What follows belongs to an exercise in optimizing a design on an open flow for small area and a short achievable clock period; a production flow would make more cautious choices.
In this exercise RTL edits were held to simulation tests only and were not proved equivalent to the original.

==> flow/config.mk <==
export PLATFORM = sky130hd
export DESIGN_NAME = cordic
export DESIGN_NICKNAME = cordic
export VERILOG_FILES = /design/flow/design.v
export SDC_FILE = /design/flow/constraint.sdc
export NUM_CORES = 4
export LEC_CHECK = 0
export CAP_MARGIN = 20
export CORE_MARGIN = 2
export CORE_UTILIZATION = 45
export SLEW_MARGIN = 20
==> flow/constraint.sdc <==
create_clock -name core_clock -period 5.5 [get_ports {clk}]
set_input_delay 1.1000 -clock core_clock [delete_from_list [all_inputs] [get_ports {clk}]]
set_output_delay 1.1000 -clock core_clock [all_outputs]
set_load 0.01 [all_outputs]
==> flow/design.v <==
module cordic
  #(vectoring = 0,                                 
    width = 16,                                    
    iterations = width + 2,                        
    guard_bits = iterations - 1)                   
   (input  wire                       reset,       
    input  wire                       clk,         
    input  wire                       en,          
    input  wire  signed [width - 1:0] x0, y0, z0,  
    output logic signed [width    :0] x, y,        
    output logic signed [width - 1:0] z);          
   localparam logic signed [width - 1:0] pi_2 = 2**(width - 2);  
   function automatic logic signed [width + guard_bits - 1:0] atan_z(input integer i);
      case (i)
        0: atan_z = 33'd1073741824;
        1: atan_z = 33'd633866811;
        2: atan_z = 33'd334917815;
        3: atan_z = 33'd170009512;
        4: atan_z = 33'd85334662;
        5: atan_z = 33'd42708931;
        6: atan_z = 33'd21359677;
        7: atan_z = 33'd10680490;
        8: atan_z = 33'd5340327;
        9: atan_z = 33'd2670173;
        10: atan_z = 33'd1335088;
        11: atan_z = 33'd667544;
        12: atan_z = 33'd333772;
        13: atan_z = 33'd166886;
        14: atan_z = 33'd83443;
        15: atan_z = 33'd41722;
        16: atan_z = 33'd20861;
        17: atan_z = 33'd10430;
        default: atan_z = '0;
      endcase
   endfunction  
   logic signed [width + guard_bits    :0] xr[iterations + 1], yr[iterations + 1];
   logic signed [width + guard_bits - 1:0] zr[iterations + 1];
   always_ff @(posedge clk or posedge reset)
     if (reset)
       for (int i = 0; i < iterations + 1; ++i)
         begin
            xr[i] <= '0;
            yr[i] <= '0;
            zr[i] <= '0;
         end
     else
       if (en)
         for (int i = -1; i < iterations; ++i)
           if (i == -1)
             if (vectoring == 1)
               if (x0 < 0 && y0 >= 0)  
                 begin
                    xr[0] <= y0          << guard_bits;
                    yr[0] <= -x0         << guard_bits;
                    zr[0] <= (z0 + pi_2) << guard_bits;
                 end
               else if (x0 < 0 && y0 < 0)  
                 begin
                    xr[0] <= -y0         << guard_bits;
                    yr[0] <= x0          << guard_bits;
                    zr[0] <= (z0 - pi_2) << guard_bits;
                 end
               else
                 begin
                    xr[0] <= x0 << guard_bits;
                    yr[0] <= y0 << guard_bits;
                    zr[0] <= z0 << guard_bits;
                 end
             else
               if (z0[$left(z0)-:2] == 2'b10)  
                 begin
                    xr[0] <= y0          << guard_bits;
                    yr[0] <= -x0         << guard_bits;
                    zr[0] <= (z0 + pi_2) << guard_bits;
                 end
               else if (z0[$left(z0)-:2] == 2'b01)  
                 begin
                    xr[0] <= -y0         << guard_bits;
                    yr[0] <= x0          << guard_bits;
                    zr[0] <= (z0 - pi_2) << guard_bits;
                 end
               else
                 begin
                    xr[0] <= x0 << guard_bits;
                    yr[0] <= y0 << guard_bits;
                    zr[0] <= z0 << guard_bits;
                 end
           else
             if (vectoring == 1)
               if (yr[i] >= 0)
                 begin
                    xr[i + 1] <= xr[i] + (yr[i] >>> i);
                    yr[i + 1] <= yr[i] - (xr[i] >>> i);
                    zr[i + 1] <= zr[i] + atan_z(i);
                 end
               else
                 begin
                    xr[i + 1] <= xr[i] - (yr[i] >>> i);
                    yr[i + 1] <= yr[i] + (xr[i] >>> i);
                    zr[i + 1] <= zr[i] - atan_z(i);
                 end
             else
               if (zr[i] < 0)
                 begin
                    xr[i + 1] <= xr[i] + (yr[i] >>> i);
                    yr[i + 1] <= yr[i] - (xr[i] >>> i);
                    zr[i + 1] <= zr[i] + atan_z(i);
                 end
               else
                 begin
                    xr[i + 1] <= xr[i] - (yr[i] >>> i);
                    yr[i + 1] <= yr[i] + (xr[i] >>> i);
                    zr[i + 1] <= zr[i] - atan_z(i);
                 end
   always_ff @(posedge clk or posedge reset)
     if (reset)
       begin
          x <= '0;
          y <= '0;
          z <= '0;
       end
     else
       if (en)
         begin
            x <= round_result(xr[iterations]);
            y <= round_result(yr[iterations]);
            z <= round_result(zr[iterations]);
         end
   function signed [width:0] round_result(input signed [width + guard_bits:0] x);
      round_result = (x + 2**(guard_bits - 1)) >>> guard_bits;
   endfunction
endmodule
==> flow/run.sh <==
#!/bin/bash
# synth_recipe.tcl (not shown) runs the flow's synth.tcl, then flattens the netlist and writes it again
# the make line also repeats each setting of config.mk as NAME=value (left out here)
make -C /OpenROAD-flow-scripts/flow DESIGN_CONFIG=/design/flow/config.mk WORK_HOME=/design/flow/orfs CLKGATE_MAP_FILE= SYNTH_SCRIPT=/design/flow/synth_recipe.tcl finish
==> summary.txt <==
Cells and area
  • Syn-to-layout area delta: 9.62%
  • Final Util: approximately 49%
  • FF/Latch Area: between 40000 and 50000 um2
  • Fraction of layout cells with a size suffix above 1: around 11%
  • Nets: between 15000 and 20000
  • Multi-input logic area: 102000 um2
  • Total of fill cells in the finished design: between 30000 and 40000

STA
  • Maximum clock rate: around 200 MHz
  • Worst slew margin: between 10% and 20%
  • Final setup TNS: 0 ns
  • Worst-Margin Slew: between 1 and 1.5 ns
  • Final setup fails: 0
  • RSZ-0062 raised after global routing: no
  • Fin. max-slew vios: 0
  • Final min period: just over 5 ns
  • Final Cycle Share: between 90 and 100%
  • Worst Clk Skew: 0.0466 ns
  • Hold WS: 0.477 ns
  • Final Hold Violating Endpoints: 0

CTS
  • TritonCTS clock tree: built
  • H-tree Lvls: 4
  • CTS Buf Count: 210
  • Clk root buf: clkbuf_16
  • CTS max path bufs: 4
  • Worst-path clk slew: ~0.06 ns
  • Clk sinks: around 1700
  • Setup repair bufs after CTS: 0
  • Later-pin clock latency in the skew report: 0.93 ns

Yosys
  • Main combinational cell family by area after synthesis: compound AO/OA/AOI/OAI gates
  • FFs w/ async S/R, synth: 100%
  • Post-synthesis simple-gate area fraction: a little over an eighth
  • Synthesized net count: 18400
  • Yosys warning total: 4
  • Main flop type after synthesis: dfrtp_1
  • Yosys cell types: ~110
  • Post-Synth XOR/XNOR Area: between 10% and 20%
  • Cells after Synth: 16700
  • Post-Syn Area per Cell: between 8 and 9 um2
  • Mux cell area share after synthesis: under 10%
  • Cell area after synthesis: 149000 um2
  • Post-Synth Adder-Cell Area: approximately 14%
  • Sequential cell area fraction in the yosys report: between 20 and 30%
  • EDFF count, synth: 0
  • Yosys reg bits: about 1700
  • Compound-gate portion of the synthesized area: a little over 20%

Job
  • # Max-Cap Violations: 0

Worst hold path
  • Worst min-delay path class: reg -> reg
  • Hold Startpoint: zr[12][2]
  • Hold Path End: zr[13][2]
  • Worst Hold Depth: 1

Detailed routing
  • DRC errors left: 0
  • Routed WL per cell: between 15 and 20 um
  • Vias: 122000
  • DR iter-0 viols: 8163
  • Vias per cell: around 5.7
  • Detailed Routing Iterations Pass 1: 6
  • Post-DRT Antenna Nets: 0
  • Total Wirelength: between 400000 and 500000 um

Global routing
  • Global-route wire length before repair: ~660000 um
  • GR met2 Demand/Resource: 38.4%
  • GR Util met3: under 10%
  • Top Usage Layer GRT: met2
  • Overflow after GRT: 0
  • Antenna violations before repair: 5
  • Met1 Use GR: about a third
  • Largest net degree at the start of global routing: 203
  • Vias in the first global route: 117000
  • Total track usage: approximately a quarter

Setup path
  • Startpoint Class: flop
  • Worst Setup End Kind: flop
  • RR Startpoint: xr[10][12]
  • R2R Path End: yr[11][30]
  • CP arrival: between 5 and 6 ns
  • Crit Path Class: reg -> reg
  • Reg2Reg Setup Slack: 0.44 ns
  • Worst Path Max Fanout: 7
  • R2R depth: 19
  • Required time of the worst setup path: roughly 6.3 ns

Floorplan
  • Die area: 335000 um2
  • Die Ht: 579 um
  • Die Wd: about 580 um
  • Core footprint: approximately 330000 um2
  • Top Ports: slightly above 100
  • Core Rows: between 200 and 250
  • Starting density of the core: between 40% and 50%

Placed design
  • Final Wtd Congestion: roughly 0.93
  • DP HPWL: around 320000 um
  • PortBufs: 100

Status
  • Status: finished clean
-- per-stage QoR --
stage	area, um2	std cells	setup slack [ns]
after floorplan	149000	16700	-19.14
after global placement	156000	20900	0.437
after detailed placement	156000	20900	0.487
after CTS	163000	21300	0.449
after global routing	163000	21300	0.00743
final	163000	21300	0.442
-- per-layer routing --
layer / wire length, um / vias to the layer above
li1: - / 60800
met1: 199000 / 58400
met2: 183000 / 2235
met3: 16700 / 560
met4: 15400 / 0
met5: 0 / -
-- cells by family (layout without fill, tap and decap cells) --
logic type / count (synthesis) / after routing
compound gates: 4841 / 4841
simple gates: 4132 / 4132
xor+xnor: 2005 / 2005
flops: 1698 / 1698
fa+ha+maj: 1614 / 1614
mux: 1251 / 1251
buf+inv: 1192 / 1406
other cells: 0 / 4
-- cell type report --
cell class / count / share of cell area, %
timing repair buffer: 318 / 1.89
antenna: 4 / 0.00614
multi-input combinational: 13800 / 62.5
inverter: 706 / 1.63
clock inverter: 98 / 0.905
sequential: 1698 / 26.1
tap: 4366 / 3.35
clock buffer: 284 / 3.71
-- worst max-delay path, stage by stage, from the launching register on --
cell     delay, ns
dfrtp_1       0.48
or4_1         0.62
nor3_1        0.14
and2_1        0.24
and2_1        0.20
a21oi_1       0.09
xnor2_1       0.33
ha_1          0.36
a21oi_1       0.27
o21ai_0       0.19
a221o_1       0.39
a21oi_1       0.24
nor2b_1       0.06
o21ai_0       0.18
a21oi_1       0.12
a31oi_1       0.18
o21ai_1       0.12
a31oi_1       0.33
xnor2_1       0.11
mux2_2        0.26
-- Yosys cell counts, types with 43 or more instances --
cell type / n / share of area (%)
a21oi_1: 1787 / 6.0
dfrtp_1: 1698 / 29
ha_1: 1568 / 13
nor2_1: 1369 / 3.5
xnor2_1: 1329 / 7.8
mux2_2: 1113 / 8.4
nand2_1: 984 / 2.5
o21ai_0: 768 / 2.6
inv_1: 701 / 1.8
xor2_1: 675 / 4.0
a21o_1: 660 / 3.3
nor3_1: 414 / 1.4
clkbuf_1: 394 / 0.99
o21bai_1: 256 / 1.3
nand3_1: 246 / 0.83
a31oi_1: 203 / 0.85
nand2b_1: 184 / 0.77
nor2b_1: 179 / 0.75
a211oi_1: 158 / 0.80
o21a_1: 153 / 0.77
mux2i_1: 138 / 0.93
and3_1: 123 / 0.52
o31ai_1: 121 / 0.61
or3_1: 102 / 0.43
o211ai_1: 100 / 0.50
nor4_1: 98 / 0.41
o21ai_1: 97 / 0.33
nand4_1: 96 / 0.40
buf_1: 90 / 0.23
and2_1: 81 / 0.34
or2_2: 52 / 0.22
nor3b_1: 47 / 0.24
fa_1: 46 / 0.62
o41ai_1: 46 / 0.27
nand3b_1: 43 / 0.22
-- state kept, by name, indices dropped and copies added (netlist names) --
name,count
x,17
xr,544
y,17
yr,542
z,16
zr,562
-- how the worst max path moves through the flow --
stage	from	endpoint	slack, ns	cells after the start
detailed placement	yr[7][9]	xr[8][33]	0.49	18
global placement	yr[7][9]	xr[8][33]	0.44	18
CTS	xr[7][9]	yr[8][31]	0.45	19
finish	xr[10][12]	yr[11][30]	0.44	19
global route	yr[10][13]	xr[11][33]	0.007	18
floorplan	reset	x[0]	-19.14	1
-- layout by cell type, fill, tap and decap left out, types with 39 or more instances in the layout --
master and count:
o21bai_1 256, o21ai_0 768, and3_1 123, nand2b_1 184
o41ai_1 46, nand3b_1 43, a31oi_1 203, clkbuf_16 216
nor3_1 413, nand2_1 984, o21ai_1 97, or2_2 52
dfrtp_1 1682, o211ai_1 100, mux2_2 1113, clkbuf_8 39
a21o_1 660, o31ai_1 120, nor4_1 98, nor3b_1 46
and2_1 81, a21oi_1 1787, nand3_1 246, xor2_1 675
xnor2_1 1329, nand4_1 96, buf_4 184, clkdlybuf4s50_1 97
mux2i_1 138, ha_1 1568, a211o_1 42, nor2_1 1369
a211oi_1 158, inv_1 699, o21a_1 153, fa_1 46
nor2b_1 179, or3_1 102
-- repair_timing --
item	in CTS	in global routing
endpoints found under the setup margin	0	9
hold buffers	0	0
resized for setup	0	5
hold endpoints to repair	0	0

==> re-timing with driven ports <==
How much do the figures lean on ideal ports? The routed layout below was timed once more, with nothing changed but the port constraints.
Step 1, drivers: a clkbuf_16 drives clk and a buf_2 each remaining input, both assumed.
Step 2, shift: input delay + t, output delay - t, t = (earliest + latest rising clock arrival at the registers) / 2. This alone moves slack from input paths to output paths.
Slacks: ideal ports / drivers / drivers and shift; pairs: ideal ports / drivers.
shift t [ns]: 1.006
slack for setup (ns): 0.442 / 0.442 / 0.442
worst setup path after step 2: register to register
pins driven straight from the clock port: 1
After both steps setup and hold are still met in this run. For this run, drivers alone change the setup slack by 0.000 ns; drivers and shift together by 0.000 ns.
